Background: an optimization exercise with open tools, aiming at small area and a short achievable clock period. Do not read the settings as production practice. The RTL was checked by simulation tests, not by an equivalence proof against the original design. Power and IR drop assume default switching activity.

// fifo
module fifo
#(
parameter DATA_WIDTH = 8,
parameter ADDR_WIDTH = 6
)(
input                          rst_n,
input                          clk,
input                          push,
input                          pop,
input      [DATA_WIDTH -1 : 0] data_in,
output reg [DATA_WIDTH -1 : 0] data_out,
output reg                     empty,
output                         full,
output     [DATA_WIDTH -1 : 0] fifo_counter
);
==> flow/config.mk <==
export PLATFORM = sky130hd
export DESIGN_NAME = fifo
export DESIGN_NICKNAME = fifo
export VERILOG_FILES = /design/flow/design.v
export SDC_FILE = /design/flow/constraint.sdc
export NUM_CORES = 4
export LEC_CHECK = 0
export CAP_MARGIN = 20
export CORE_MARGIN = 2
export CORE_UTILIZATION = 55
export CTS_BUF_LIST = sky130_fd_sc_hd__clkbuf_4 sky130_fd_sc_hd__clkbuf_8
export CTS_CLUSTER_DIAMETER = 60
export CTS_CLUSTER_SIZE = 15
export PLACE_DENSITY = 0.7
export SETUP_SLACK_MARGIN = 0.9
export SLEW_MARGIN = 20
==> flow/constraint.sdc <==
create_clock -name core_clock -period 2.8 [get_ports {clk}]
set_input_delay 0.5600 -clock core_clock [delete_from_list [all_inputs] [get_ports {clk}]]
set_output_delay 0.5600 -clock core_clock [all_outputs]
set_load 0.01 [all_outputs]
standard.sh (not shown) runs the stock make flow with config.mk's settings and CLKGATE_MAP_FILE= SYNTH_SCRIPT=/design/flow/synth_recipe.tcl, a recipe that flattens the netlist after the stock synthesis.
==> flow/flow/run.sh <==
#!/bin/bash
# Standard ORFS layout with fast port buffers (buf_4) instead of the
# default choice, and a clock tree without dummy loads.
set -euo pipefail
bash standard.sh "BUFFER_PORTS_ARGS=-buffer_cell sky130_fd_sc_hd__buf_4" \
  "CTS_ARGS=-sink_clustering_enable -repair_clock_nets -sink_clustering_size 15 -sink_clustering_max_diameter 60 -buf_list {sky130_fd_sc_hd__clkbuf_4 sky130_fd_sc_hd__clkbuf_8} -dont_use_dummy_load" \
  finish > standard.log 2>&1
Edit:
==> flow/flow/run.sh (replaced) <==
#!/bin/bash
# Standard ORFS layout with fast port buffers (buf_4) instead of the
# default choice, and a clock tree without dummy loads.
set -euo pipefail
bash standard.sh "BUFFER_PORTS_ARGS=-buffer_cell sky130_fd_sc_hd__buf_4" \
  "CTS_ARGS=-sink_clustering_enable -repair_clock_nets -sink_clustering_size 20 -sink_clustering_max_diameter 50 -buf_list {sky130_fd_sc_hd__clkbuf_4 sky130_fd_sc_hd__clkbuf_8} -dont_use_dummy_load" \
  finish > standard.log 2>&1
- ABC_CLOCK_PERIOD_IN_PS: default -> 1500
- CORE_UTILIZATION: 55 -> 65
- PLACE_DENSITY: 0.7 -> 0.75
After rerunning: The new run went through all stages and came out clean. Clock skew is higher by 0.016 ns. Non-clock buffer count is lower by 18. Count of clock-buffer cells in the layout is lower by 2.
Edit:
==> flow/flow/run.sh (replaced) <==
#!/bin/bash
# Standard ORFS layout with fast port buffers (buf_4) instead of the
# default choice, and a clock tree without dummy loads.
set -euo pipefail
bash standard.sh "BUFFER_PORTS_ARGS=-buffer_cell sky130_fd_sc_hd__buf_4" \
  "CTS_ARGS=-sink_clustering_enable -repair_clock_nets -sink_clustering_size 15 -sink_clustering_max_diameter 60 -buf_list {sky130_fd_sc_hd__clkbuf_4 sky130_fd_sc_hd__clkbuf_8} -dont_use_dummy_load" \
  finish > standard.log 2>&1
- ABC_CLOCK_PERIOD_IN_PS: 1500 -> default
- CORE_UTILIZATION: 65 -> 75
- PLACE_DENSITY: 0.75 -> 0.85
Result:
- register-to-register slack degrades by 0.19 ns
- worst hold slack degrades by 0.029 ns
- setup slack degrades by 0.19 ns
- fmax falls by 9.2%
- combinational power barely changes

---

The RTL this note starts from:
==> flow/design.v <==
module fifo
#(
parameter DATA_WIDTH = 8,
parameter ADDR_WIDTH = 6
)(
input                          rst_n,
input                          clk,
input                          push,
input                          pop,
input      [DATA_WIDTH -1 : 0] data_in,
output reg [DATA_WIDTH -1 : 0] data_out,
output reg                     empty,
output                         full,
output     [DATA_WIDTH -1 : 0] fifo_counter
);
reg [ADDR_WIDTH : 0]    cnt;
reg [7:0]               sel_lo;		 
reg [7:0]               sel_hi;		 
reg [DATA_WIDTH -1 : 0] buf_mem[63:0];
assign full         = cnt[ADDR_WIDTH];
assign fifo_counter = {1'b0, cnt};
wire do_push = push & ~cnt[ADDR_WIDTH];
wire do_pop  = pop & ~empty;
wire inc     = do_push & ~do_pop;
wire dec     = do_pop & ~do_push;
always @(posedge clk or posedge rst_n)
	if (rst_n) begin
		cnt    <= 0;
		empty  <= 1'b1;
		sel_lo <= 8'd1;
		sel_hi <= 8'd1;
	end else begin
		if (inc) begin
			cnt    <= cnt + 1'b1;
			sel_lo <= {sel_lo[6:0], sel_lo[7]};
			if (sel_lo[7]) sel_hi <= {sel_hi[6:0], sel_hi[7]};
		end else if (dec) begin
			cnt    <= cnt - 1'b1;
			sel_lo <= {sel_lo[0], sel_lo[7:1]};
			if (sel_lo[0]) sel_hi <= {sel_hi[0], sel_hi[7:1]};
		end
		empty <= (empty & ~push) | ((cnt == 1) & pop & ~push);
	end
reg [DATA_WIDTH -1 : 0] grp[7:0];
reg [DATA_WIDTH -1 : 0] rd;
integer a, b;
always @* begin
	for (a = 0; a < 8; a = a + 1) begin
		grp[a] = 0;
		for (b = 0; b < 8; b = b + 1)
			grp[a] = grp[a] | ({DATA_WIDTH{sel_lo[b]}} & buf_mem[(8*a + b + 63) % 64]);
	end
	rd = 0;
	for (a = 0; a < 8; a = a + 1)
		rd = rd | ({DATA_WIDTH{sel_hi[a]}} & grp[a]);
end
always @(posedge clk or posedge rst_n)
	if (rst_n)
		data_out <= 0;
	else if (do_pop)
		data_out <= rd;
integer i;
always @(posedge clk)
	if (do_push) begin
		buf_mem[0] <= data_in;
		for (i = 1; i < 64; i = i + 1)
			buf_mem[i] <= buf_mem[i-1];
	end
endmodule
clock: 2.8 ns
lec_check: 0
cap_margin: 20
core_margin: 2
core_utilization: 65
cts_buf_list: sky130_fd_sc_hd__clkbuf_4 sky130_fd_sc_hd__clkbuf_8
cts_cluster_diameter: 60
cts_cluster_size: 15
place_density: 0.75
setup_slack_margin: 0.9
slew_margin: 20
run.sh (not shown) runs the stock make flow with config.mk's settings and CLKGATE_MAP_FILE= SYNTH_SCRIPT=/design/flow/synth_recipe.tcl, a recipe that flattens the netlist after the stock synthesis.
Stock flow here: none of the scripts above is used.
Next try:
--- a/flow/config.mk
+++ b/flow/config.mk
@@ -13,4 +13,4 @@
 export CTS_CLUSTER_SIZE = 15
 export PLACE_DENSITY = 0.75
-export SETUP_SLACK_MARGIN = 0.9
+export SETUP_SLACK_MARGIN = 1.2
 export SLEW_MARGIN = 20
Sequential share of layout area came out lower by 3.5 points.
Synthesized cell count stays the same.
Die area is unchanged.
Final area grows by 5.1%.
Power goes up by 5.6%.
Next try:
==> flow/flow/run.sh (new file) <==
#!/bin/bash
# Standard ORFS layout with fast port buffers (buf_4) instead of the
# default choice, and a clock tree without dummy loads.
set -euo pipefail
bash standard.sh "BUFFER_PORTS_ARGS=-buffer_cell sky130_fd_sc_hd__buf_4" \
  "CTS_ARGS=-sink_clustering_enable -repair_clock_nets -sink_clustering_size 15 -sink_clustering_max_diameter 60 -buf_list {sky130_fd_sc_hd__clkbuf_4 sky130_fd_sc_hd__clkbuf_8} -dont_use_dummy_load" \
  finish > standard.log 2>&1
==> flow/standard.sh (new file) <==
#!/bin/bash
# synth_recipe.tcl (not shown) runs the flow's synth.tcl, then flattens the netlist and writes it again
# the make line also repeats each setting of config.mk as NAME=value (left out here)
make -C /OpenROAD-flow-scripts/flow DESIGN_CONFIG=/design/flow/config.mk WORK_HOME=/design/flow/orfs CLKGATE_MAP_FILE= SYNTH_SCRIPT=/design/flow/synth_recipe.tcl "${@:-finish}"
--- a/flow/config.mk
+++ b/flow/config.mk
@@ -12,5 +12,6 @@
 export CTS_CLUSTER_DIAMETER = 60
 export CTS_CLUSTER_SIZE = 15
+export GPL_TIMING_DRIVEN = 0
 export PLACE_DENSITY = 0.75
-export SETUP_SLACK_MARGIN = 1.2
+export SETUP_SLACK_MARGIN = 0.9
 export SLEW_MARGIN = 20
removed: flow/run.sh
The new run finished clean.
First-iteration DRC count came out higher by well over a third.
Cell count came out lower slightly.
Die area does not change.
Critical path depth came out higher by 5.
Sequential share of layout area came out higher by 0.18 points.
Synthesized cell count stays the same.
Count of clock-buffer cells in the layout came out lower by 30.
Next try:
--- a/flow/config.mk
+++ b/flow/config.mk
@@ -12,5 +12,4 @@
 export CTS_CLUSTER_DIAMETER = 60
 export CTS_CLUSTER_SIZE = 15
-export GPL_TIMING_DRIVEN = 0
 export PLACE_DENSITY = 0.75
 export SETUP_SLACK_MARGIN = 0.9
=> The new run ran to the end with no violations. Hold slack gains 26 ps. Total power shrinks by about 9%. Design area shrinks by about 9%. Clock skew barely changes. Maximum frequency grows by about 9%. Sequential share of layout area grows by 6.8 points. Synthesized area is unchanged. Utilization shrinks by 7.1 points. Die area does not change. Count of clock-buffer cells in the layout grows by 1. Via count shrinks by 11%.
Next try:
==> flow/flow/run.sh (replaced) <==
#!/bin/bash
# Standard ORFS layout with fast port buffers (buf_4) instead of the
# default choice, and a clock tree without dummy loads.
set -euo pipefail
bash standard.sh "BUFFER_PORTS_ARGS=-buffer_cell sky130_fd_sc_hd__buf_4" \
  "CTS_ARGS=-sink_clustering_enable -repair_clock_nets -sink_clustering_size 22 -sink_clustering_max_diameter 80 -buf_list {sky130_fd_sc_hd__clkbuf_8 sky130_fd_sc_hd__clkbuf_16} -dont_use_dummy_load" \
  finish > standard.log 2>&1
=> Register-to-register slack is about the same. Clock-buffer cell count came out lower by 15. Cell area rises by 1.6%. Synthesized cell count does not change. Non-clock buffer count went up by 7. Synthesized area stays the same.
Next try:
==> flow/flow/run.sh (replaced) <==
#!/bin/bash
# Standard ORFS layout with fast port buffers (buf_4) instead of the
# default choice.
set -euo pipefail
bash standard.sh "BUFFER_PORTS_ARGS=-buffer_cell sky130_fd_sc_hd__buf_4" finish > standard.log 2>&1
--- a/flow/config.mk
+++ b/flow/config.mk
@@ -13,4 +13,4 @@
 export CTS_CLUSTER_SIZE = 15
 export PLACE_DENSITY = 0.75
-export SETUP_SLACK_MARGIN = 0.9
+export SETUP_SLACK_MARGIN = 1.1
 export SLEW_MARGIN = 20
Result:
- The changed run completed with no timing, DRC or antenna violations
- die area does not change
- sequential share of layout area went down by 3.0 points
- final cell count went up by 5.0%
- synthesized cell count stays the same
- count of clock-buffer cells in the layout went up by 46
- wire length went up by 5.4%
- worst hold slack stays flat
- power went up by 4.3%
- fmax barely changes

static timing again, ports no longer ideal:
No port has a modelled driver above. Below, the same layouts with a new extraction and two added sets of constraints.
Step 1 assumes that a clkbuf_16 drives the clock port and a buf_2 every other input.
Step 2, shift: input delay + t, output delay - t, t = (earliest + latest rising clock arrival at the registers) / 2. This alone moves slack from input paths to output paths.
a / b / c = no drivers / after step 1 / after step 2; a / b = the first two.
| run | shift t [ns] | setup WS [ns] | hold WS [ns] |
|---|---|---|---|
| the first run of note 1 | 0.617 | 0.845 / 0.845 / 0.714 | 0.115 / 0.100 / 0.436 |
| the second run of note 1 | 0.606 | 0.921 / 0.921 / 0.712 | 0.098 / 0.073 / 0.402 |
| the third run of note 1 | 0.622 | 0.731 / 0.731 / 0.509 | 0.069 / 0.043 / 0.415 |
| the first run of note 2 | 0.625 | 0.885 / 0.885 / 0.388 | 0.414 / 0.393 / 0.446 |
| the second run of note 2 | 0.637 | 0.853 / 0.853 / 0.356 | 0.389 / 0.359 / 0.448 |
| the third run of note 2 | 0.619 | 0.727 / 0.683 / 0.386 | 0.090 / 0.070 / 0.425 |
| the fourth run of note 2 | 0.601 | 0.898 / 0.898 / 0.738 | 0.115 / 0.089 / 0.393 |
| the fifth run of note 2 | 0.619 | 0.898 / 0.898 / 0.744 | 0.111 / 0.079 / 0.436 |
| the sixth run of note 2 | 0.623 | 0.894 / 0.894 / 0.816 | 0.108 / 0.085 / 0.448 |
After both steps every run listed still meets setup and hold.
